Source: an optimization exercise on an open RTL-to-GDS flow (aim: small area). Production flows keep margins and buffers that such runs may drop.
The RTL was checked by simulation tests, not by an equivalence proof against the original design.
No activity file was given, so power comes from the tool's default toggle rates.

==> flow/flow/areas.json <==
{"sky130_fd_sc_hd__a2111o_1": 11.2608, "sky130_fd_sc_hd__a2111o_2": 12.512, "sky130_fd_sc_hd__a2111o_4": 21.2704, "sky130_fd_sc_hd__a2111oi_0": 8.7584, "sky130_fd_sc_hd__a2111oi_1": 10.0096, "sky130_fd_sc_hd__a2111oi_2": 15.0144, "sky130_fd_sc_hd__a2111oi_4": 27.5264, "sky130_fd_sc_hd__a211o_1": 8.7584, "sky130_fd_sc_hd__a211o_2": 10.0096, "sky130_fd_sc_hd__a211o_4": 17.5168, "sky130_fd_sc_hd__a211oi_1": 7.5072, "sky130_fd_sc_hd__a211oi_2": 12.512, "sky130_fd_sc_hd__a211oi_4": 20.0192, "sky130_fd_sc_hd__a21bo_1": 10.0096, "sky130_fd_sc_hd__a21bo_2": 10.0096, "sky130_fd_sc_hd__a21bo_4": 16.2656, "sky130_fd_sc_hd__a21boi_0": 7.5072, "sky130_fd_sc_hd__a21boi_1": 7.5072, "sky130_fd_sc_hd__a21boi_2": 11.2608, "sky130_fd_sc_hd__a21boi_4": 18.768, "sky130_fd_sc_hd__a21o_1": 7.5072, "sky130_fd_sc_hd__a21o_2": 8.7584, "sky130_fd_sc_hd__a21o_4": 15.0144, "sky130_fd_sc_hd__a21oi_1": 5.0048, "sky130_fd_sc_hd__a21oi_2": 8.7584, "sky130_fd_sc_hd__a21oi_4": 16.2656, "sky130_fd_sc_hd__a221o_1": 10.0096, "sky130_fd_sc_hd__a221o_2": 11.2608, "sky130_fd_sc_hd__a221o_4": 21.2704, "sky130_fd_sc_hd__a221oi_1": 8.7584, "sky130_fd_sc_hd__a221oi_2": 15.0144, "sky130_fd_sc_hd__a221oi_4": 26.2752, "sky130_fd_sc_hd__a222oi_1": 10.0096, "sky130_fd_sc_hd__a22o_1": 8.7584, "sky130_fd_sc_hd__a22o_2": 10.0096, "sky130_fd_sc_hd__a22o_4": 17.5168, "sky130_fd_sc_hd__a22oi_1": 7.5072, "sky130_fd_sc_hd__a22oi_2": 12.512, "sky130_fd_sc_hd__a22oi_4": 21.2704, "sky130_fd_sc_hd__a2bb2o_1": 10.0096, "sky130_fd_sc_hd__a2bb2o_2": 11.2608, "sky130_fd_sc_hd__a2bb2o_4": 20.0192, "sky130_fd_sc_hd__a2bb2oi_1": 8.7584, "sky130_fd_sc_hd__a2bb2oi_2": 15.0144, "sky130_fd_sc_hd__a2bb2oi_4": 26.2752, "sky130_fd_sc_hd__a311o_1": 10.0096, "sky130_fd_sc_hd__a311o_2": 11.2608, "sky130_fd_sc_hd__a311o_4": 20.0192, "sky130_fd_sc_hd__a311oi_1": 8.7584, "sky130_fd_sc_hd__a311oi_2": 15.0144, "sky130_fd_sc_hd__a311oi_4": 26.2752, "sky130_fd_sc_hd__a31o_1": 8.7584, "sky130_fd_sc_hd__a31o_2": 8.7584, "sky130_fd_sc_hd__a31o_4": 17.5168, "sky130_fd_sc_hd__a31oi_1": 6.256, "sky130_fd_sc_hd__a31oi_2": 12.512, "sky130_fd_sc_hd__a31oi_4": 21.2704, "sky130_fd_sc_hd__a32o_1": 10.0096, "sky130_fd_sc_hd__a32o_2": 11.2608, "sky130_fd_sc_hd__a32o_4": 21.2704, "sky130_fd_sc_hd__a32oi_1": 8.7584, "sky130_fd_sc_hd__a32oi_2": 16.2656, "sky130_fd_sc_hd__a32oi_4": 27.5264, "sky130_fd_sc_hd__a41o_1": 10.0096, "sky130_fd_sc_hd__a41o_2": 11.2608, "sky130_fd_sc_hd__a41o_4": 21.2704, "sky130_fd_sc_hd__a41oi_1": 8.7584, "sky130_fd_sc_hd__a41oi_2": 16.2656, "sky130_fd_sc_hd__a41oi_4": 27.5264, "sky130_fd_sc_hd__and2_0": 6.256, "sky130_fd_sc_hd__and2_1": 6.256, "sky130_fd_sc_hd__and2_2": 7.5072, "sky130_fd_sc_hd__and2_4": 8.7584, "sky130_fd_sc_hd__and2b_1": 7.5072, "sky130_fd_sc_hd__and2b_2": 8.7584, "sky130_fd_sc_hd__and2b_4": 10.0096, "sky130_fd_sc_hd__and3_1": 6.256, "sky130_fd_sc_hd__and3_2": 7.5072, "sky130_fd_sc_hd__and3_4": 11.2608, "sky130_fd_sc_hd__and3b_1": 8.7584, "sky130_fd_sc_hd__and3b_2": 10.0096, "sky130_fd_sc_hd__and3b_4": 12.512, "sky130_fd_sc_hd__and4_1": 8.7584, "sky130_fd_sc_hd__and4_2": 10.0096, "sky130_fd_sc_hd__and4_4": 11.2608, "sky130_fd_sc_hd__and4b_1": 10.0096, "sky130_fd_sc_hd__and4b_2": 11.2608, "sky130_fd_sc_hd__and4b_4": 13.7632, "sky130_fd_sc_hd__and4bb_1": 12.512, "sky130_fd_sc_hd__and4bb_2": 12.512, "sky130_fd_sc_hd__and4bb_4": 16.2656, "sky130_fd_sc_hd__buf_1": 3.7536, "sky130_fd_sc_hd__buf_12": 20.0192, "sky130_fd_sc_hd__buf_16": 27.5264, "sky130_fd_sc_hd__buf_2": 5.0048, "sky130_fd_sc_hd__buf_4": 7.5072, "sky130_fd_sc_hd__buf_6": 11.2608, "sky130_fd_sc_hd__buf_8": 15.0144, "sky130_fd_sc_hd__bufbuf_16": 32.5312, "sky130_fd_sc_hd__bufbuf_8": 18.768, "sky130_fd_sc_hd__bufinv_16": 30.0288, "sky130_fd_sc_hd__bufinv_8": 17.5168, "sky130_fd_sc_hd__clkbuf_1": 3.7536, "sky130_fd_sc_hd__clkbuf_16": 25.024, "sky130_fd_sc_hd__clkbuf_2": 5.0048, "sky130_fd_sc_hd__clkbuf_4": 7.5072, "sky130_fd_sc_hd__clkbuf_8": 13.7632, "sky130_fd_sc_hd__clkdlybuf4s15_1": 10.0096, "sky130_fd_sc_hd__clkdlybuf4s15_2": 11.2608, "sky130_fd_sc_hd__clkdlybuf4s18_1": 10.0096, "sky130_fd_sc_hd__clkdlybuf4s18_2": 10.0096, "sky130_fd_sc_hd__clkdlybuf4s25_1": 10.0096, "sky130_fd_sc_hd__clkdlybuf4s25_2": 10.0096, "sky130_fd_sc_hd__clkdlybuf4s50_1": 10.0096, "sky130_fd_sc_hd__clkdlybuf4s50_2": 11.2608, "sky130_fd_sc_hd__clkinv_1": 3.7536, "sky130_fd_sc_hd__clkinv_16": 30.0288, "sky130_fd_sc_hd__clkinv_2": 5.0048, "sky130_fd_sc_hd__clkinv_4": 8.7584, "sky130_fd_sc_hd__clkinv_8": 16.2656, "sky130_fd_sc_hd__clkinvlp_2": 5.0048, "sky130_fd_sc_hd__clkinvlp_4": 7.5072, "sky130_fd_sc_hd__conb_1": 3.7536, "sky130_fd_sc_hd__decap_12": 15.0144, "sky130_fd_sc_hd__decap_3": 3.7536, "sky130_fd_sc_hd__decap_4": 5.0048, "sky130_fd_sc_hd__decap_6": 7.5072, "sky130_fd_sc_hd__decap_8": 10.0096, "sky130_fd_sc_hd__dfbbn_1": 32.5312, "sky130_fd_sc_hd__dfbbn_2": 35.0336, "sky130_fd_sc_hd__dfbbp_1": 32.5312, "sky130_fd_sc_hd__dfrbp_1": 28.7776, "sky130_fd_sc_hd__dfrbp_2": 30.0288, "sky130_fd_sc_hd__dfrtn_1": 25.024, "sky130_fd_sc_hd__dfrtp_1": 25.024, "sky130_fd_sc_hd__dfrtp_2": 26.2752, "sky130_fd_sc_hd__dfrtp_4": 28.7776, "sky130_fd_sc_hd__dfsbp_1": 28.7776, "sky130_fd_sc_hd__dfsbp_2": 30.0152, "sky130_fd_sc_hd__dfstp_1": 26.2752, "sky130_fd_sc_hd__dfstp_2": 26.2752, "sky130_fd_sc_hd__dfstp_4": 30.0288, "sky130_fd_sc_hd__dfxbp_1": 23.7728, "sky130_fd_sc_hd__dfxbp_2": 26.2752, "sky130_fd_sc_hd__dfxtp_1": 20.0192, "sky130_fd_sc_hd__dfxtp_2": 21.2704, "sky130_fd_sc_hd__dfxtp_4": 23.7728, "sky130_fd_sc_hd__diode_2": 2.5024, "sky130_fd_sc_hd__dlclkp_1": 17.5168, "sky130_fd_sc_hd__dlclkp_2": 18.768, "sky130_fd_sc_hd__dlclkp_4": 21.2704, "sky130_fd_sc_hd__dlrbn_1": 21.2704, "sky130_fd_sc_hd__dlrbn_2": 22.5216, "sky130_fd_sc_hd__dlrbp_1": 21.2704, "sky130_fd_sc_hd__dlrbp_2": 22.5216, "sky130_fd_sc_hd__dlrtn_1": 17.5168, "sky130_fd_sc_hd__dlrtn_2": 17.5168, "sky130_fd_sc_hd__dlrtn_4": 20.0192, "sky130_fd_sc_hd__dlrtp_1": 16.2656, "sky130_fd_sc_hd__dlrtp_2": 17.5168, "sky130_fd_sc_hd__dlrtp_4": 20.0192, "sky130_fd_sc_hd__dlxbn_1": 18.768, "sky130_fd_sc_hd__dlxbn_2": 21.2704, "sky130_fd_sc_hd__dlxbp_1": 18.768, "sky130_fd_sc_hd__dlxtn_1": 15.0144, "sky130_fd_sc_hd__dlxtn_2": 16.2656, "sky130_fd_sc_hd__dlxtn_4": 18.768, "sky130_fd_sc_hd__dlxtp_1": 15.0144, "sky130_fd_sc_hd__dlygate4sd1_1": 8.7584, "sky130_fd_sc_hd__dlygate4sd2_1": 8.7584, "sky130_fd_sc_hd__dlygate4sd3_1": 10.0096, "sky130_fd_sc_hd__dlymetal6s2s_1": 12.512, "sky130_fd_sc_hd__dlymetal6s4s_1": 12.512, "sky130_fd_sc_hd__dlymetal6s6s_1": 12.512, "sky130_fd_sc_hd__ebufn_1": 10.0096, "sky130_fd_sc_hd__ebufn_2": 11.2608, "sky130_fd_sc_hd__ebufn_4": 16.2656, "sky130_fd_sc_hd__ebufn_8": 26.2752, "sky130_fd_sc_hd__edfxbp_1": 32.5312, "sky130_fd_sc_hd__edfxtp_1": 30.0288, "sky130_fd_sc_hd__einvn_0": 5.0048, "sky130_fd_sc_hd__einvn_1": 6.256, "sky130_fd_sc_hd__einvn_2": 8.7584, "sky130_fd_sc_hd__einvn_4": 13.7632, "sky130_fd_sc_hd__einvn_8": 22.5216, "sky130_fd_sc_hd__einvp_1": 6.256, "sky130_fd_sc_hd__einvp_2": 8.7584, "sky130_fd_sc_hd__einvp_4": 13.7632, "sky130_fd_sc_hd__einvp_8": 22.5216, "sky130_fd_sc_hd__fa_1": 20.0192, "sky130_fd_sc_hd__fa_2": 22.5216, "sky130_fd_sc_hd__fa_4": 27.5264, "sky130_fd_sc_hd__fah_1": 33.7824, "sky130_fd_sc_hd__fahcin_1": 33.7824, "sky130_fd_sc_hd__fahcon_1": 33.7824, "sky130_fd_sc_hd__ha_1": 12.512, "sky130_fd_sc_hd__ha_2": 15.0144, "sky130_fd_sc_hd__ha_4": 25.024, "sky130_fd_sc_hd__inv_1": 3.7536, "sky130_fd_sc_hd__inv_12": 16.2656, "sky130_fd_sc_hd__inv_16": 20.0192, "sky130_fd_sc_hd__inv_2": 3.7536, "sky130_fd_sc_hd__inv_4": 6.256, "sky130_fd_sc_hd__inv_6": 8.7584, "sky130_fd_sc_hd__inv_8": 11.2608, "sky130_fd_sc_hd__lpflow_bleeder_1": 7.5072, "sky130_fd_sc_hd__lpflow_clkbufkapwr_1": 3.7536, "sky130_fd_sc_hd__lpflow_clkbufkapwr_16": 25.024, "sky130_fd_sc_hd__lpflow_clkbufkapwr_2": 5.0048, "sky130_fd_sc_hd__lpflow_clkbufkapwr_4": 7.5072, "sky130_fd_sc_hd__lpflow_clkbufkapwr_8": 13.7632, "sky130_fd_sc_hd__lpflow_clkinvkapwr_1": 3.7536, "sky130_fd_sc_hd__lpflow_clkinvkapwr_16": 30.0288, "sky130_fd_sc_hd__lpflow_clkinvkapwr_2": 5.0048, "sky130_fd_sc_hd__lpflow_clkinvkapwr_4": 8.7584, "sky130_fd_sc_hd__lpflow_clkinvkapwr_8": 16.2656, "sky130_fd_sc_hd__lpflow_decapkapwr_12": 15.0144, "sky130_fd_sc_hd__lpflow_decapkapwr_3": 3.7536, "sky130_fd_sc_hd__lpflow_decapkapwr_4": 5.0048, "sky130_fd_sc_hd__lpflow_decapkapwr_6": 7.5072, "sky130_fd_sc_hd__lpflow_decapkapwr_8": 10.0096, "sky130_fd_sc_hd__lpflow_inputiso0n_1": 6.256, "sky130_fd_sc_hd__lpflow_inputiso0p_1": 7.5072, "sky130_fd_sc_hd__lpflow_inputiso1n_1": 7.5072, "sky130_fd_sc_hd__lpflow_inputiso1p_1": 6.256, "sky130_fd_sc_hd__lpflow_inputisolatch_1": 13.7632, "sky130_fd_sc_hd__lpflow_isobufsrc_1": 6.256, "sky130_fd_sc_hd__lpflow_isobufsrc_16": 45.0432, "sky130_fd_sc_hd__lpflow_isobufsrc_2": 8.7584, "sky130_fd_sc_hd__lpflow_isobufsrc_4": 13.7632, "sky130_fd_sc_hd__lpflow_isobufsrc_8": 23.7728, "sky130_fd_sc_hd__lpflow_isobufsrckapwr_16": 38.7872, "sky130_fd_sc_hd__lpflow_lsbuf_lh_hl_isowell_tap_1": 35.0336, "sky130_fd_sc_hd__lpflow_lsbuf_lh_hl_isowell_tap_2": 35.0336, "sky130_fd_sc_hd__lpflow_lsbuf_lh_hl_isowell_tap_4": 40.0384, "sky130_fd_sc_hd__lpflow_lsbuf_lh_isowell_4": 40.0384, "sky130_fd_sc_hd__lpflow_lsbuf_lh_isowell_tap_1": 35.0336, "sky130_fd_sc_hd__lpflow_lsbuf_lh_isowell_tap_2": 35.0336, "sky130_fd_sc_hd__lpflow_lsbuf_lh_isowell_tap_4": 40.0384, "sky130_fd_sc_hd__macro_sparecell": 36.2848, "sky130_fd_sc_hd__maj3_1": 10.0096, "sky130_fd_sc_hd__maj3_2": 11.2608, "sky130_fd_sc_hd__maj3_4": 13.7632, "sky130_fd_sc_hd__mux2_1": 11.2608, "sky130_fd_sc_hd__mux2_2": 11.2608, "sky130_fd_sc_hd__mux2_4": 15.0144, "sky130_fd_sc_hd__mux2_8": 26.2752, "sky130_fd_sc_hd__mux2i_1": 10.0096, "sky130_fd_sc_hd__mux2i_2": 13.7632, "sky130_fd_sc_hd__mux2i_4": 22.5216, "sky130_fd_sc_hd__mux4_1": 26.2752, "sky130_fd_sc_hd__mux4_2": 22.5216, "sky130_fd_sc_hd__mux4_4": 25.024, "sky130_fd_sc_hd__nand2_1": 3.7536, "sky130_fd_sc_hd__nand2_2": 6.256, "sky130_fd_sc_hd__nand2_4": 11.2608, "sky130_fd_sc_hd__nand2_8": 20.0192, "sky130_fd_sc_hd__nand2b_1": 6.256, "sky130_fd_sc_hd__nand2b_2": 8.7584, "sky130_fd_sc_hd__nand2b_4": 13.7632, "sky130_fd_sc_hd__nand3_1": 5.0048, "sky130_fd_sc_hd__nand3_2": 10.0096, "sky130_fd_sc_hd__nand3_4": 17.5168, "sky130_fd_sc_hd__nand3b_1": 7.5072, "sky130_fd_sc_hd__nand3b_2": 11.2608, "sky130_fd_sc_hd__nand3b_4": 20.0192, "sky130_fd_sc_hd__nand4_1": 6.256, "sky130_fd_sc_hd__nand4_2": 12.512, "sky130_fd_sc_hd__nand4_4": 21.2704, "sky130_fd_sc_hd__nand4b_1": 8.7584, "sky130_fd_sc_hd__nand4b_2": 15.0144, "sky130_fd_sc_hd__nand4b_4": 23.7728, "sky130_fd_sc_hd__nand4bb_1": 11.2608, "sky130_fd_sc_hd__nand4bb_2": 16.2656, "sky130_fd_sc_hd__nand4bb_4": 27.5264, "sky130_fd_sc_hd__nor2_1": 3.7536, "sky130_fd_sc_hd__nor2_2": 6.256, "sky130_fd_sc_hd__nor2_4": 11.2608, "sky130_fd_sc_hd__nor2_8": 20.0192, "sky130_fd_sc_hd__nor2b_1": 6.256, "sky130_fd_sc_hd__nor2b_2": 8.7584, "sky130_fd_sc_hd__nor2b_4": 13.7632, "sky130_fd_sc_hd__nor3_1": 5.0048, "sky130_fd_sc_hd__nor3_2": 10.0096, "sky130_fd_sc_hd__nor3_4": 16.2656, "sky130_fd_sc_hd__nor3b_1": 7.5072, "sky130_fd_sc_hd__nor3b_2": 12.512, "sky130_fd_sc_hd__nor3b_4": 18.768, "sky130_fd_sc_hd__nor4_1": 6.256, "sky130_fd_sc_hd__nor4_2": 12.512, "sky130_fd_sc_hd__nor4_4": 21.2704, "sky130_fd_sc_hd__nor4b_1": 8.7584, "sky130_fd_sc_hd__nor4b_2": 15.0144, "sky130_fd_sc_hd__nor4b_4": 23.7728, "sky130_fd_sc_hd__nor4bb_1": 10.0096, "sky130_fd_sc_hd__nor4bb_2": 16.2656, "sky130_fd_sc_hd__nor4bb_4": 25.024, "sky130_fd_sc_hd__o2111a_1": 11.2608, "sky130_fd_sc_hd__o2111a_2": 12.512, "sky130_fd_sc_hd__o2111a_4": 20.0192, "sky130_fd_sc_hd__o2111ai_1": 8.7584, "sky130_fd_sc_hd__o2111ai_2": 15.0144, "sky130_fd_sc_hd__o2111ai_4": 26.2752, "sky130_fd_sc_hd__o211a_1": 10.0096, "sky130_fd_sc_hd__o211a_2": 10.0096, "sky130_fd_sc_hd__o211a_4": 17.5168, "sky130_fd_sc_hd__o211ai_1": 7.5072, "sky130_fd_sc_hd__o211ai_2": 12.512, "sky130_fd_sc_hd__o211ai_4": 21.2704, "sky130_fd_sc_hd__o21a_1": 7.5072, "sky130_fd_sc_hd__o21a_2": 8.7584, "sky130_fd_sc_hd__o21a_4": 15.0144, "sky130_fd_sc_hd__o21ai_0": 5.0048, "sky130_fd_sc_hd__o21ai_1": 5.0048, "sky130_fd_sc_hd__o21ai_2": 8.7584, "sky130_fd_sc_hd__o21ai_4": 16.2656, "sky130_fd_sc_hd__o21ba_1": 10.0096, "sky130_fd_sc_hd__o21ba_2": 10.0096, "sky130_fd_sc_hd__o21ba_4": 16.2656, "sky130_fd_sc_hd__o21bai_1": 7.5072, "sky130_fd_sc_hd__o21bai_2": 11.2608, "sky130_fd_sc_hd__o21bai_4": 18.768, "sky130_fd_sc_hd__o221a_1": 11.2608, "sky130_fd_sc_hd__o221a_2": 11.2608, "sky130_fd_sc_hd__o221a_4": 20.0192, "sky130_fd_sc_hd__o221ai_1": 8.7584, "sky130_fd_sc_hd__o221ai_2": 15.0144, "sky130_fd_sc_hd__o221ai_4": 26.2752, "sky130_fd_sc_hd__o22a_1": 8.7584, "sky130_fd_sc_hd__o22a_2": 10.0096, "sky130_fd_sc_hd__o22a_4": 17.5168, "sky130_fd_sc_hd__o22ai_1": 6.256, "sky130_fd_sc_hd__o22ai_2": 12.512, "sky130_fd_sc_hd__o22ai_4": 20.0192, "sky130_fd_sc_hd__o2bb2a_1": 10.0096, "sky130_fd_sc_hd__o2bb2a_2": 11.2608, "sky130_fd_sc_hd__o2bb2a_4": 20.0192, "sky130_fd_sc_hd__o2bb2ai_1": 8.7584, "sky130_fd_sc_hd__o2bb2ai_2": 15.0144, "sky130_fd_sc_hd__o2bb2ai_4": 27.5264, "sky130_fd_sc_hd__o311a_1": 10.0096, "sky130_fd_sc_hd__o311a_2": 11.2608, "sky130_fd_sc_hd__o311a_4": 21.2704, "sky130_fd_sc_hd__o311ai_0": 8.7584, "sky130_fd_sc_hd__o311ai_1": 8.7584, "sky130_fd_sc_hd__o311ai_2": 16.2656, "sky130_fd_sc_hd__o311ai_4": 26.2752, "sky130_fd_sc_hd__o31a_1": 8.7584, "sky130_fd_sc_hd__o31a_2": 10.0096, "sky130_fd_sc_hd__o31a_4": 17.5168, "sky130_fd_sc_hd__o31ai_1": 7.5072, "sky130_fd_sc_hd__o31ai_2": 12.512, "sky130_fd_sc_hd__o31ai_4": 21.2704, "sky130_fd_sc_hd__o32a_1": 10.0096, "sky130_fd_sc_hd__o32a_2": 11.2608, "sky130_fd_sc_hd__o32a_4": 22.5216, "sky130_fd_sc_hd__o32ai_1": 8.7584, "sky130_fd_sc_hd__o32ai_2": 16.2656, "sky130_fd_sc_hd__o32ai_4": 27.5264, "sky130_fd_sc_hd__o41a_1": 11.2608, "sky130_fd_sc_hd__o41a_2": 12.512, "sky130_fd_sc_hd__o41a_4": 21.2704, "sky130_fd_sc_hd__o41ai_1": 8.7584, "sky130_fd_sc_hd__o41ai_2": 16.2656, "sky130_fd_sc_hd__o41ai_4": 27.5264, "sky130_fd_sc_hd__or2_0": 6.256, "sky130_fd_sc_hd__or2_1": 6.256, "sky130_fd_sc_hd__or2_2": 6.256, "sky130_fd_sc_hd__or2_4": 8.7584, "sky130_fd_sc_hd__or2b_1": 7.5072, "sky130_fd_sc_hd__or2b_2": 8.7584, "sky130_fd_sc_hd__or2b_4": 11.2608, "sky130_fd_sc_hd__or3_1": 6.256, "sky130_fd_sc_hd__or3_2": 7.5072, "sky130_fd_sc_hd__or3_4": 11.2608, "sky130_fd_sc_hd__or3b_1": 8.7584, "sky130_fd_sc_hd__or3b_2": 8.7584, "sky130_fd_sc_hd__or3b_4": 11.2608, "sky130_fd_sc_hd__or4_1": 7.5072, "sky130_fd_sc_hd__or4_2": 8.7584, "sky130_fd_sc_hd__or4_4": 11.2608, "sky130_fd_sc_hd__or4b_1": 10.0096, "sky130_fd_sc_hd__or4b_2": 10.0096, "sky130_fd_sc_hd__or4b_4": 13.7632, "sky130_fd_sc_hd__or4bb_1": 11.2608, "sky130_fd_sc_hd__or4bb_2": 12.512, "sky130_fd_sc_hd__or4bb_4": 15.0144, "sky130_fd_sc_hd__probe_p_8": 15.0144, "sky130_fd_sc_hd__probec_p_8": 15.0144, "sky130_fd_sc_hd__sdfbbn_1": 38.7872, "sky130_fd_sc_hd__sdfbbn_2": 41.2896, "sky130_fd_sc_hd__sdfbbp_1": 38.7872, "sky130_fd_sc_hd__sdfrbp_1": 35.0336, "sky130_fd_sc_hd__sdfrbp_2": 36.2848, "sky130_fd_sc_hd__sdfrtn_1": 31.28, "sky130_fd_sc_hd__sdfrtp_1": 31.28, "sky130_fd_sc_hd__sdfrtp_2": 32.5312, "sky130_fd_sc_hd__sdfrtp_4": 35.0336, "sky130_fd_sc_hd__sdfsbp_1": 36.2848, "sky130_fd_sc_hd__sdfsbp_2": 38.7872, "sky130_fd_sc_hd__sdfstp_1": 33.7824, "sky130_fd_sc_hd__sdfstp_2": 35.0336, "sky130_fd_sc_hd__sdfstp_4": 37.536, "sky130_fd_sc_hd__sdfxbp_1": 30.0288, "sky130_fd_sc_hd__sdfxbp_2": 32.5312, "sky130_fd_sc_hd__sdfxtp_1": 26.2752, "sky130_fd_sc_hd__sdfxtp_2": 27.5264, "sky130_fd_sc_hd__sdfxtp_4": 30.0288, "sky130_fd_sc_hd__sdlclkp_1": 18.768, "sky130_fd_sc_hd__sdlclkp_2": 20.0192, "sky130_fd_sc_hd__sdlclkp_4": 22.5216, "sky130_fd_sc_hd__sedfxbp_1": 38.7872, "sky130_fd_sc_hd__sedfxbp_2": 41.2896, "sky130_fd_sc_hd__sedfxtp_1": 36.2848, "sky130_fd_sc_hd__sedfxtp_2": 37.536, "sky130_fd_sc_hd__sedfxtp_4": 40.0384, "sky130_fd_sc_hd__xnor2_1": 8.7584, "sky130_fd_sc_hd__xnor2_2": 16.2656, "sky130_fd_sc_hd__xnor2_4": 27.5264, "sky130_fd_sc_hd__xnor3_1": 22.5216, "sky130_fd_sc_hd__xnor3_2": 23.7728, "sky130_fd_sc_hd__xnor3_4": 26.2752, "sky130_fd_sc_hd__xor2_1": 8.7584, "sky130_fd_sc_hd__xor2_2": 16.2656, "sky130_fd_sc_hd__xor2_4": 27.5264, "sky130_fd_sc_hd__xor3_1": 23.7728, "sky130_fd_sc_hd__xor3_2": 25.024, "sky130_fd_sc_hd__xor3_4": 27.5264}
==> flow/flow/eqv.ys <==
read_liberty -ignore_miss_func LIBFILE
read_verilog OLDNET
rename parser_wrapper gold
read_verilog NEWNET
rename parser_wrapper gate
flatten
async2sync
opt_clean
equiv_make gold gate equiv
hierarchy -top equiv
equiv_simple
equiv_induct
equiv_status -assert
==> flow/flow/remap.py <==
"""Replace the gates that compute one net of a Yosys netlist with the
hand-mapped gates from gen_logic.py.

usage: remap.py IN.v OUT.v [NET]
The gates removed are those in NET's fan-in cone (stopping at ports and
flip-flops) that drive nothing outside it.  Prints the area removed and added.
"""
import re, sys, json, os
sys.path.insert(0, os.path.dirname(os.path.abspath(__file__)))
import gen_logic

src, dst = sys.argv[1], sys.argv[2]
net = sys.argv[3] if len(sys.argv) > 3 else 'verdict'
text = open(src).read()

# instances: "  sky130_fd_sc_hd__X name (\n    .P(n),\n ... );"
inst_re = re.compile(r'^  (sky130_fd_sc_hd__\w+) (\S+)\s*\((.*?)\);\n', re.S | re.M)
pin_re = re.compile(r'\.(\w+)\(([^()]*)\)')
OUTPINS = {'X', 'Y', 'Q', 'Q_N', 'HI', 'LO'}
insts = []
for m in inst_re.finditer(text):
    pins = {p: n.strip() for p, n in pin_re.findall(m.group(3))}
    insts.append(dict(type=m.group(1), name=m.group(2), pins=pins,
                      span=m.span()))
driver = {}
loads = {}
for i, c in enumerate(insts):
    for p, n in c['pins'].items():
        if p in OUTPINS:
            driver[n] = i
        else:
            loads.setdefault(n, []).append(i)
# assigns also read nets
assign_reads = set(re.findall(r'^\s*assign\s+\S+\s*=\s*([^;]+);', text, re.M))
seq = lambda c: 'df' in c['type'] or 'latch' in c['type'] or 'dl' in c['type'].split('__')[1][:2]

cone = set()
stack = [net]
while stack:
    n = stack.pop()
    i = driver.get(n)
    if i is None or i in cone or seq(insts[i]):
        continue
    cone.add(i)
    for p, m in insts[i]['pins'].items():
        if p not in OUTPINS:
            stack.append(m)
# keep cells whose outputs are read outside the cone
changed = True
while changed:
    changed = False
    for i in list(cone):
        outs = [n for p, n in insts[i]['pins'].items() if p in OUTPINS]
        for o in outs:
            if o == net:
                continue
            if any(j not in cone for j in loads.get(o, [])) or o in assign_reads \
                    or re.search(r'\boutput\b[^;]*\b' + re.escape(o) + r'\b', text):
                cone.discard(i); changed = True
                break
A = json.load(open(os.path.join(os.path.dirname(os.path.abspath(__file__)), 'areas.json')))
removed = sum(A[insts[i]['type']] for i in cone)

N = gen_logic.build(net)
wires, lines = gen_logic.emit(N)
added = N.area() + gen_logic.AREA['nand2']
# splice
out = []
pos = 0
for i in sorted(cone, key=lambda i: insts[i]['span'][0]):
    s, e = insts[i]['span']
    out.append(text[pos:s]); pos = e
out.append(text[pos:])
new = ''.join(out)
decl = ''.join(f'  wire {w};\n' for w in wires)
body = '\n'.join(lines) + '\n'
new = re.sub(r'\nendmodule', '\n' + body + 'endmodule', new, count=1)
# wire declarations after the port list
k = new.index(');\n', new.index('module ')) + 3
new = new[:k] + decl + new[k:]
open(dst, 'w').write(new)
print(f'removed {len(cone)} cells, {removed:.2f} um2; added {len(N.cells)} cells, {added:.2f} um2')
==> flow/flow/extra.mk <==
export BUFFER_PORTS_ARGS = -buffer_cell sky130_fd_sc_hd__buf_1
export CTS_ARGS = -root_buf sky130_fd_sc_hd__clkbuf_2 -buf_list sky130_fd_sc_hd__clkbuf_2 -dont_use_dummy_load -sink_clustering_enable -sink_clustering_size 8 -sink_clustering_max_diameter 100 -repair_clock_nets
export GPL_KEEP_OVERFLOW = 0
==> flow/design.v <==
`timescale  1ns/1ns
`default_nettype wire
module parser_wrapper #(
  parameter C_BUS_DATA_WIDTH = 512                 ,
  parameter C_BUS_KEEP_WIDTH = (C_BUS_DATA_WIDTH/8)
) (
  input  wire                        CLK              ,
  input  wire                        RST_N            ,
  input  wire [C_BUS_DATA_WIDTH-1:0] IN_PACKET_TDATA  ,
  output wire                        IN_PACKET_TREADY ,
  input  wire                        IN_PACKET_TVALID ,
  input  wire                        IN_PACKET_TLAST  ,
  input  wire [C_BUS_KEEP_WIDTH-1:0] IN_PACKET_TKEEP  ,
  output wire [C_BUS_DATA_WIDTH-1:0] OUT_PACKET_TDATA ,
  input  wire                        OUT_PACKET_TREADY,
  output wire                        OUT_PACKET_TVALID,
  output wire                        OUT_PACKET_TLAST ,
  output wire [C_BUS_KEEP_WIDTH-1:0] OUT_PACKET_TKEEP ,
  output wire                        RULE_TDATA       ,
  output wire                        RULE_TVALID
);
  assign OUT_PACKET_TDATA  = IN_PACKET_TDATA;
  assign IN_PACKET_TREADY  = OUT_PACKET_TREADY;
  assign OUT_PACKET_TVALID = IN_PACKET_TVALID;
  assign OUT_PACKET_TLAST  = IN_PACKET_TLAST;
  assign OUT_PACKET_TKEEP  = IN_PACKET_TKEEP;
  wire [7:0] B [0:63];
  genvar g;
  generate
    for (g = 0; g < 64; g = g + 1) begin : g_byte
      assign B[g] = IN_PACKET_TDATA[8*g+:8];
    end
  endgenerate
  wire [15:0] w12 = {B[12], B[13]};
  wire [15:0] w16 = {B[16], B[17]};
  wire [15:0] w20 = {B[20], B[21]};
  wire e12_v4   = w12 == 16'h0800;
  wire e12_v6   = w12 == 16'h86DD;
  wire e12_vlan = w12 == 16'h8100;
  wire e16_v4   = w16 == 16'h0800;
  wire e16_v6   = w16 == 16'h86DD;
  wire e16_vlan = w16 == 16'h8100;
  wire e20_v4   = w20 == 16'h0800;
  wire e20_v6   = w20 == 16'h86DD;
  wire [60:0] p53;
  generate
    for (g = 0; g < 61; g = g + 1) begin : g_p53
      assign p53[g] = ({B[g], B[g+1]} == 16'h0035) || ({B[g+2], B[g+3]} == 16'h0035);
    end
  endgenerate
  wire t1 = e12_v4                 && B[23] == 8'h11 && p53[34];
  wire t2 = e12_vlan && e16_v4     && B[27] == 8'h11 && p53[38];
  wire t3 = e16_vlan && e20_v4     && B[31] == 8'h11 && p53[42];
  wire t4 = e12_v6                 && B[18] == 8'h11 && p53[52];
  wire t5 = e12_vlan && e16_v6     && B[22] == 8'h11 && p53[56];
  wire t6 = e16_vlan && e20_v6     && B[26] == 8'h11 && p53[60];
  wire verdict = t1 | t2 | t3 | t4 | t5 | t6;
  wire take = IN_PACKET_TVALID & OUT_PACKET_TREADY;
  reg in_pkt;
  reg valid1;
  reg rule_valid;
  always @(posedge CLK or negedge RST_N) begin
    if(~RST_N) begin
      in_pkt     <= 1'b0;
      valid1     <= 1'b0;
      rule_valid <= 1'b0;
    end else begin
      if(take)
        in_pkt <= ~IN_PACKET_TLAST;
      valid1     <= take & ~in_pkt;
      rule_valid <= valid1;
    end
  end
  reg rule1;
  reg rule;
  always @(posedge CLK) begin
    rule1 <= verdict;
    rule  <= rule1;
  end
  assign RULE_TDATA  = rule;
  assign RULE_TVALID = rule_valid;
endmodule
==> flow/standard.sh <==
#!/bin/bash
# synth_recipe.tcl (not shown) runs the flow's synth.tcl, then flattens the netlist and writes it again
# the make line also repeats each setting of config.mk as NAME=value (left out here)
make -C /OpenROAD-flow-scripts/flow DESIGN_CONFIG=/design/flow/config.mk WORK_HOME=/design/flow/orfs CLKGATE_MAP_FILE= SYNTH_SCRIPT=/design/flow/synth_recipe.tcl "${@:-finish}"
==> flow/flow/run.sh <==
#!/bin/bash
# Standard ORFS layout with two changes:
#  - flow/extra.mk is added to config.mk: the port buffers are the smallest
#    buffer (buf_1), and the clock tree options;
#  - after the standard synthesis, the gates that compute the verdict are
#    replaced by a hand-mapped NAND/NOR netlist (flow/gen_logic.py), proven
#    equivalent with Yosys before it is used.  Registers are untouched.
set -euo pipefail
W="$(cd "$(dirname "$0")/.." && pwd)"
cd "$W"
cat flow/extra.mk >> config.mk
bash standard.sh synth > synth.log 2>&1
R="$W/orfs/results/${FLOW_PLATFORM:-sky130hd}/parser_wrapper/base"
LIB=/OpenROAD-flow-scripts/flow/platforms/sky130hd/lib/sky130_fd_sc_hd__tt_025C_1v80.lib
cp "$R/1_2_yosys.v" "$W/synth_standard.v"
if python3 flow/remap.py "$W/synth_standard.v" "$W/synth_remap.v" verdict > remap.log 2>&1; then
  sed "s#LIBFILE#$LIB#;s#OLDNET#$W/synth_standard.v#;s#NEWNET#$W/synth_remap.v#" flow/eqv.ys > eqv_run.ys
  if yosys -q eqv_run.ys > eqv.log 2>&1; then
    echo "equivalent: using the hand-mapped netlist" >> remap.log
    cp "$W/synth_remap.v" "$R/1_2_yosys.v"
    touch "$R/1_2_yosys.v"
  else
    echo "not proven equivalent: keeping the standard netlist" >> remap.log
  fi
fi
bash standard.sh > layout.log 2>&1
==> flow/constraint.sdc <==
create_clock -name core_clock -period 5.0 [get_ports {CLK}]
set_input_delay 1.0000 -clock core_clock [delete_from_list [all_inputs] [get_ports {CLK}]]
set_output_delay 1.0000 -clock core_clock [all_outputs]
set_load 0.01 [all_outputs]
==> flow/config.mk <==
export PLATFORM = sky130hd
export DESIGN_NAME = parser_wrapper
export DESIGN_NICKNAME = parser_wrapper
export VERILOG_FILES = /design/flow/design.v
export SDC_FILE = /design/flow/constraint.sdc
export NUM_CORES = 4
export LEC_CHECK = 0
export CAP_MARGIN = 20
export CORE_AREA = 5 5 325 325
export DIE_AREA = 0 0 330 330
export SLEW_MARGIN = 20
export BUFFER_PORTS_ARGS = -buffer_cell sky130_fd_sc_hd__buf_1
export CTS_ARGS = -root_buf sky130_fd_sc_hd__clkbuf_2 -buf_list sky130_fd_sc_hd__clkbuf_2 -dont_use_dummy_load -sink_clustering_enable -sink_clustering_size 8 -sink_clustering_max_diameter 100 -repair_clock_nets
export GPL_KEEP_OVERFLOW = 0
==> flow/flow/gen_logic.py <==
"""Hand-mapped sky130hd gates for the DNS verdict.

Builds the verdict of README's six terms from single-polarity NAND/NOR trees,
shared sub-terms and an a222oi/nand2 top.  Each signal carries a polarity:
'H' (1 when its condition holds) or 'L' (0 when it holds).
"""
from functools import lru_cache

AREA = {'nand2': 3.7536, 'nand3': 5.0048, 'nand4': 6.256, 'nor2': 3.7536,
        'nor3': 5.0048, 'nor4': 6.256, 'nand2b': 6.256, 'nand3b': 7.5072,
        'nand4b': 8.7584, 'nor2b': 6.256, 'nor3b': 7.5072, 'nor4b': 8.7584,
        'nor4bb': 10.0096, 'inv': 3.7536, 'o22ai': 6.256, 'a222oi': 10.0096}
CELL = {'nand2': 'nand2_1', 'nand3': 'nand3_1', 'nand4': 'nand4_1',
        'nor2': 'nor2_1', 'nor3': 'nor3_1', 'nor4': 'nor4_1',
        'nand2b': 'nand2b_1', 'nand3b': 'nand3b_1', 'nand4b': 'nand4b_1',
        'nor2b': 'nor2b_1', 'nor3b': 'nor3b_1', 'nor4b': 'nor4b_1',
        'nor4bb': 'nor4bb_1', 'inv': 'inv_1', 'o22ai': 'o22ai_1',
        'a222oi': 'a222oi_1'}
# pins: inputs in order (inverted-input pins listed first for b-variants
# taking L signals in the nand-b case and H signals in the nor-b case)
PINS = {'nand2': 'A B', 'nand3': 'A B C', 'nand4': 'A B C D',
        'nor2': 'A B', 'nor3': 'A B C', 'nor4': 'A B C D',
        'nand2b': 'A_N B', 'nand3b': 'A_N B C', 'nand4b': 'A_N B C D',
        'nor2b': 'B_N A', 'nor3b': 'C_N A B', 'nor4b': 'D_N A B C',
        'nor4bb': 'C_N D_N A B', 'inv': 'A', 'o22ai': 'A1 A2 B1 B2',
        'a222oi': 'A1 A2 B1 B2 C1 C2'}

# AND moves: (H taken, L taken, output polarity, gate); for b-variants the
# "odd" inputs come first in PINS.
MOVES = []
for k in (2, 3, 4):
    MOVES.append((k, 0, 'L', f'nand{k}'))
    MOVES.append((0, k, 'H', f'nor{k}'))
MOVES += [(1, 1, 'L', 'nand2b'), (2, 1, 'L', 'nand3b'), (3, 1, 'L', 'nand4b'),
          (1, 1, 'H', 'nor2b'), (1, 2, 'H', 'nor3b'), (1, 3, 'H', 'nor4b'),
          (2, 2, 'H', 'nor4bb')]


@lru_cache(None)
def best(h, l, p):
    if h + l == 1:
        if (h == 1) == (p == 'H'):
            return (0.0, ())
        return (AREA['inv'], ('inv',))
    res = (1e9, ())
    for ch, cl, op, g in MOVES:
        if ch <= h and cl <= l:
            nh, nl = h - ch + (op == 'H'), l - cl + (op == 'L')
            r = best(nh, nl, p)
            c = r[0] + AREA[g]
            if c < res[0] - 1e-9:
                res = (c, ((ch, cl, op, g),) + r[1])
    return res


class Net:
    def __init__(self):
        self.cells = []   # (gate, out, [ins])
        self.n = 0

    def gate(self, g, ins):
        self.n += 1
        out = f'hm_{self.n}'
        self.cells.append((g, out, list(ins)))
        return out

    def AND(self, sigs, p):
        """sigs: list of (name, pol); returns name of a signal of polarity p
        that is true iff all conditions hold."""
        H = [s for s, q in sigs if q == 'H']
        L = [s for s, q in sigs if q == 'L']
        cost, moves = best(len(H), len(L), p)
        for mv in moves:
            if mv == 'inv':
                src = H.pop(0) if H else L.pop(0)
                o = self.gate('inv', [src])
                (L if H == [] and p == 'L' else H).append(o) if False else None
                return o
            ch, cl, op, g = mv
            hs, H = H[:ch], H[ch:]
            ls, L = L[:cl], L[cl:]
            # odd inputs first: nand-b takes the L one inverted; nor-b the H ones
            if g.startswith('nand'):
                ins = ls + hs
            else:
                ins = hs + ls
            o = self.gate(g, ins)
            (H if op == 'H' else L).append(o)
        return (H + L)[0]

    def area(self):
        return sum(AREA[g] for g, _, _ in self.cells)


def bit(b, k):
    return f'IN_PACKET_TDATA[{8 * b + k}]'


def lits(b, v, skip=()):
    """conditions for byte b == v, as (signal, polarity)"""
    return [(bit(b, k), 'H' if (v >> k) & 1 else 'L') for k in range(8)
            if k not in skip]


def build(out_name='verdict'):
    N = Net()
    # shared pieces
    z13 = [(N.gate('nor4', [bit(13, k) for k in (7, 6, 5, 4)]), 'H'),
           (N.gate('nor4', [bit(13, k) for k in (3, 2, 1, 0)]), 'H')]
    z17 = [(N.gate('nor4', [bit(17, k) for k in (7, 6, 5, 4)]), 'H'),
           (N.gate('nor4', [bit(17, k) for k in (3, 2, 1, 0)]), 'H')]
    c = {b: (N.gate('nor3', [bit(b, 6), bit(b, 5), bit(b, 4)]), 'H')
         for b in (12, 16, 20)}
    C = (4, 5, 6)   # bits covered by c[b]

    def pair(i):
        sig = []
        for j in (i, i + 2):
            z = [N.gate('nor4', [bit(j, k) for k in (7, 6, 5, 4)]),
                 N.gate('nor4', [bit(j, k) for k in (3, 2, 1, 0)]),
                 N.gate('nor4', [bit(j + 1, k) for k in (7, 6, 3, 1)])]
            nz = N.gate('nand3', z)
            no = N.gate('nand4', [bit(j + 1, k) for k in (5, 4, 2, 0)])
            sig += [nz, no]
        return N.gate('o22ai', sig)   # H

    e12vl = N.AND([c[12]] + lits(12, 0x81, C) + z13, 'L')
    e16vl = N.AND([c[16]] + lits(16, 0x81, C) + z17, 'L')
    hdr = {}
    hdr[1] = N.AND([c[12]] + lits(12, 0x08, C) + z13 + lits(23, 0x11), 'H')
    hdr[4] = N.AND([c[12]] + lits(12, 0x86, C) + lits(13, 0xDD) + lits(18, 0x11), 'H')
    hdr[2] = N.AND([(e12vl, 'L'), c[16]] + lits(16, 0x08, C) + z17 + lits(27, 0x11), 'H')
    hdr[5] = N.AND([(e12vl, 'L'), c[16]] + lits(16, 0x86, C) + lits(17, 0xDD) + lits(22, 0x11), 'H')
    hdr[3] = N.AND([(e16vl, 'L'), c[20]] + lits(20, 0x08, C) + lits(21, 0x00) + lits(31, 0x11), 'H')
    hdr[6] = N.AND([(e16vl, 'L'), c[20]] + lits(20, 0x86, C) + lits(21, 0xDD) + lits(26, 0x11), 'H')
    p = {1: pair(34), 2: pair(38), 3: pair(42), 4: pair(52), 5: pair(56), 6: pair(60)}
    a = N.gate('a222oi', [p[1], hdr[1], p[2], hdr[2], p[3], hdr[3]])
    b = N.gate('a222oi', [p[4], hdr[4], p[5], hdr[5], p[6], hdr[6]])
    N.cells.append(('nand2', out_name, [a, b]))
    return N


# ---- reference and gate simulation -------------------------------------
def ref(d):
    B = lambda i: (d >> (8 * i)) & 0xff
    W = lambda i: (B(i) << 8) | B(i + 1)
    p53 = lambda i: W(i) == 0x35 or W(i + 2) == 0x35
    return int((W(12) == 0x0800 and B(23) == 0x11 and p53(34)) or
               (W(12) == 0x8100 and W(16) == 0x0800 and B(27) == 0x11 and p53(38)) or
               (W(16) == 0x8100 and W(20) == 0x0800 and B(31) == 0x11 and p53(42)) or
               (W(12) == 0x86DD and B(18) == 0x11 and p53(52)) or
               (W(12) == 0x8100 and W(16) == 0x86DD and B(22) == 0x11 and p53(56)) or
               (W(16) == 0x8100 and W(20) == 0x86DD and B(26) == 0x11 and p53(60)))


FUN = {
    'nand2': lambda A, B: 1 - (A & B), 'nand3': lambda A, B, C: 1 - (A & B & C),
    'nand4': lambda A, B, C, D: 1 - (A & B & C & D),
    'nor2': lambda A, B: 1 - (A | B), 'nor3': lambda A, B, C: 1 - (A | B | C),
    'nor4': lambda A, B, C, D: 1 - (A | B | C | D),
    'inv': lambda A: 1 - A,
    'o22ai': lambda A1, A2, B1, B2: 1 - ((A1 | A2) & (B1 | B2)),
    'a222oi': lambda A1, A2, B1, B2, C1, C2: 1 - ((A1 & A2) | (B1 & B2) | (C1 & C2)),
}
PF = {'nand2b': lambda A_N, B: 1 - ((1 - A_N) & B),
      'nand3b': lambda A_N, B, C: 1 - ((1 - A_N) & B & C),
      'nand4b': lambda A_N, B, C, D: 1 - ((1 - A_N) & B & C & D),
      'nor2b': lambda B_N, A: 1 - (A | (1 - B_N)),
      'nor3b': lambda C_N, A, B: 1 - (A | B | (1 - C_N)),
      'nor4b': lambda D_N, A, B, C: 1 - (A | B | C | (1 - D_N)),
      'nor4bb': lambda C_N, D_N, A, B: 1 - (A | B | (1 - C_N) | (1 - D_N))}
FUN.update(PF)


def sim(N, d):
    v = {}
    def get(s):
        if s.startswith('IN_PACKET_TDATA['):
            return (d >> int(s[16:-1])) & 1
        return v[s]
    for g, o, ins in N.cells:
        v[o] = FUN[g](*[get(s) for s in ins])
    return v


def emit(N, prefix='hm'):
    lines = []
    for i, (g, o, ins) in enumerate(N.cells):
        pins = PINS[g].split()
        outp = 'Y'
        conns = ', '.join(f'.{p}({s})' for p, s in zip(pins, ins))
        lines.append(f'  sky130_fd_sc_hd__{CELL[g]} {prefix}_c{i} ({conns}, .{outp}({o}));')
    wires = [o for _, o, _ in N.cells if o.startswith('hm_')]
    return wires, lines


if __name__ == '__main__':
    import random
    N = build()
    print('cells', len(N.cells), 'area', round(N.area() + 3.7536, 2))
    rnd = random.Random(1)
    hits = 0
    for t in range(200000):
        d = rnd.getrandbits(512)
        # sprinkle like the testbench so every term gets exercised
        def put16(d, i, v):
            d &= ~(0xffff << (8 * i)); return d | (((v >> 8) | ((v & 0xff) << 8)) << (8 * i))
        for s in (12, 16, 20):
            r = rnd.randrange(8)
            if r < 2: d = put16(d, s, 0x0800)
            elif r < 4: d = put16(d, s, 0x86dd)
            elif r < 6: d = put16(d, s, 0x8100)
        for i in range(3):
            if rnd.random() < .5: d = (d & ~(0xff << 8 * (23 + 4 * i))) | (0x11 << 8 * (23 + 4 * i))
            if rnd.random() < .5: d = (d & ~(0xff << 8 * (18 + 4 * i))) | (0x11 << 8 * (18 + 4 * i))
        for i in (34, 36, 38, 40, 42, 44, 52, 54, 56, 58, 60, 62):
            if rnd.random() < .25: d = put16(d, i, 0x0035)
        if rnd.random() < .5:
            d ^= 1 << rnd.randrange(96, 512)
        r = ref(d); hits += r
        if sim(N, d)['verdict'] != r:
            print('MISMATCH', hex(d)); break
    else:
        print('ok, matches', hits)
==> results.yml <==
global_routing:
  grt_pass1_wl_um: 118000
  antenna_found_initial: 89
  grt_pass1_vias: 5035
  grt.overflow.total: 0
  track_usage: 0.184
  grt_max_degree: 5
critical_path:
  worstPathArrival_ns: 3.44
  start_kind: "input port"
  endpoint_kind: "flip-flop"
  worst-endpoint-required_ns: 5.14
  critical_path_class: "in -> reg"
  path_max_fanout: 3
power:
  power_frac_seq: 0.082
  clkPwrFrac: 0.061
  ir_drop_v: 0.0000182
  combPwrFrac: 0.857
  internal_power_w: 0.000165
  power_density_mw_per_mm2: 106
  p_leak_nw: 0.841
  switching_share: 0.686
  switchingPower_w: 0.000359
clock_tree:
  clkLatencyLatePin_ns: 0.22
  htree_levels: 1
  cts_tree: "done"
  clock_sinks: 5
  cts_buffers: 3
  postCtsHoldBufs: 0
  cts_buffer_depth: 2
  cts_setup_buffers: 0
  cts-resized-gates: 0
  root_buffer: "clkbuf_2"
  cts.reportedPaths.clkPinSlew_ns: 0.04
sta:
  setup_viol: 0
  grt_setup_unrepaired: "false"
  finalCritPeriodShare: 0.659
  maxSlewHeadroom: 0.166
  worst_slack_ns: 1.71
  finClkSkew_ns: 0.000125
  holdWs_ns: 0.324
  tightest_slew_ns: 1.24
  max_freq_mhz: 304
  min_period_ns: 3.29
  finalHoldViolCount: 0
  slew_violations: 0
  tns_ns: 0
floorplanning:
  rows: 117
  io_pins: 1162
  die_h_um: 330
  die_area_sq_mm: 0.109
  die_x_um: 330
  fp.coreArea_sq_mm: 0.102
  initial_core_util: 0.0514
placement:
  io_buffers: 585
  dpl.cell_count: 2091
  place_ws_ns: 1.15
  place.gp.congestion: 0.956
  hpwl_um: 105000
  place_area_sq_mm: 0.00482
synthesis:
  syn_area_sq_mm: 0.00523
  syn_nets: 1296
  avgSynthCellArea_sq_um: 7.32
  syn_inst: 715
  ys_warn_count: 1
layout:
  fillers: 12292
  area_growth_pct: -6.10
  final_common_cell: "buf_1"
  fin_area_sq_mm: 0.00491
  layout-drive-gt1-share: 0.00964
  final_cells: 2126
  multi_input_area_sq_um: 783
  final_cell_mix: "buf_1, nor4_1, nand4_1"
  seqCellArea_sq_um: 115
  final_nets: 1309
drt:
  vias: 5313
  final_antenna_net_count: 0
  post_drt_via_cell_ratio: 2.50
  routed_wl_um: 107000
  drcViolationCount: 0
  firstDrtPassIters: 4
  wl_per_cell_um: 50.5
  drt_iter0_markers: 497
min_path:
  hp-class: "reg -> reg"
run_status:
  status: "finished clean"
run:
  max_cap_violations: 0
[final timing paths]
check                                      from  endpoint  slack [ns]  cells past startpoint
min                                       rule1      rule        0.32                      0
max                        IN_PACKET_TDATA[134]     rule1        1.71                     10
min in group asynchronous                 RST_N    in_pkt        0.57                      1
max in group asynchronous                 RST_N    valid1        4.27                      1
min reg2reg                               rule1      rule        0.32                      0
max reg2reg                              in_pkt    in_pkt        4.38                      2
[layout make-up]
| class | instances | share of cell area |
|---|---|---|
| flip-flops and latches | 5 | 0.0234 |
| multi-input cells | 131 | 0.159 |
| repair buffers | 587 | 0.449 |
| clock buffers | 3 | 0.00306 |
| well taps | 1368 | 0.348 |
| diodes | 32 | 0.0163 |
[worst max-delay path, cell delays in order]
cell and delay, ns:
buf_1 0.10, nor3_1 0.35, nand2_1 0.10, nor4_1 0.38, nand4_1 0.36, nor2_1 0.19, nand3_1 0.10, nor4_2 0.54
a222oi_1 0.21, nand2_1 0.10
[routing by layer]
| metal | vias to the layer above | global-route usage | wire length, um |
|---|---|---|---|
| li1 | 1878 | - | - |
| met1 | 2309 | 0.130 | 27000 |
| met2 | 910 | 0.304 | 49700 |
| met3 | 128 | 0.246 | 28900 |
| met4 | 88 | 0.0127 | 859 |
| met5 | - | 0.0319 | 1020 |
[flip-flops by register name (all words and copies together) (netlist names)]
| signal | cells |
|---|---|
| rule_valid | 1 |
| in_pkt | 1 |
| valid1 | 1 |
| rule1 | 1 |
| rule | 1 |
[power groups by stage]
stage / sequential (W) / clock (W) / combinational [W]
finish: 0.0000431 / 0.0000319 / 0.000448
floorplan: 0.0000439 / 0 / 0.000491
global route: 0.0000433 / 0.0000372 / 0.000472
CTS: 0.0000431 / 0.0000350 / 0.000473
detailed placement: 0.0000439 / 0 / 0.000471
global placement: 0.0000438 / 0 / 0.000465
[stage by stage]
step	util	power (W)
4_1_cts	0.0475	0.000551
3_3_place_gp	0.0471	0.000509
3_5_place_dp	0.0474	0.000515
5_1_grt	0.0477	0.000552
6_report	0.0483	0.000523
2_1_floorplan	-	0.000534

-- static timing again, ports no longer ideal --
No port has a modelled driver above. Below, the same layout with a new extraction and two added sets of constraints. Step 1, drivers: a clkbuf_16 drives CLK and a buf_2 each remaining input, both assumed. Step 2 adds t to the input delays and takes it off the output delays; t is the mean of the earliest and latest rising clock arrival at the registers after step 1. Input paths then give back, and output paths get back, about the clock's delay inside the block. Three values: no drivers, after step 1, after step 2; two values: the first two.
t (ns): 0.256
setup slack, ns: 1.706 / 1.699 / 1.443
worst setup path after step 2: input to register
worst register clock-pin slew, ns: 0.07 / 0.07
After both steps this run still meets setup and hold. The setup slack of this run moves by -0.007 ns with the drivers and by -0.263 ns with both steps.
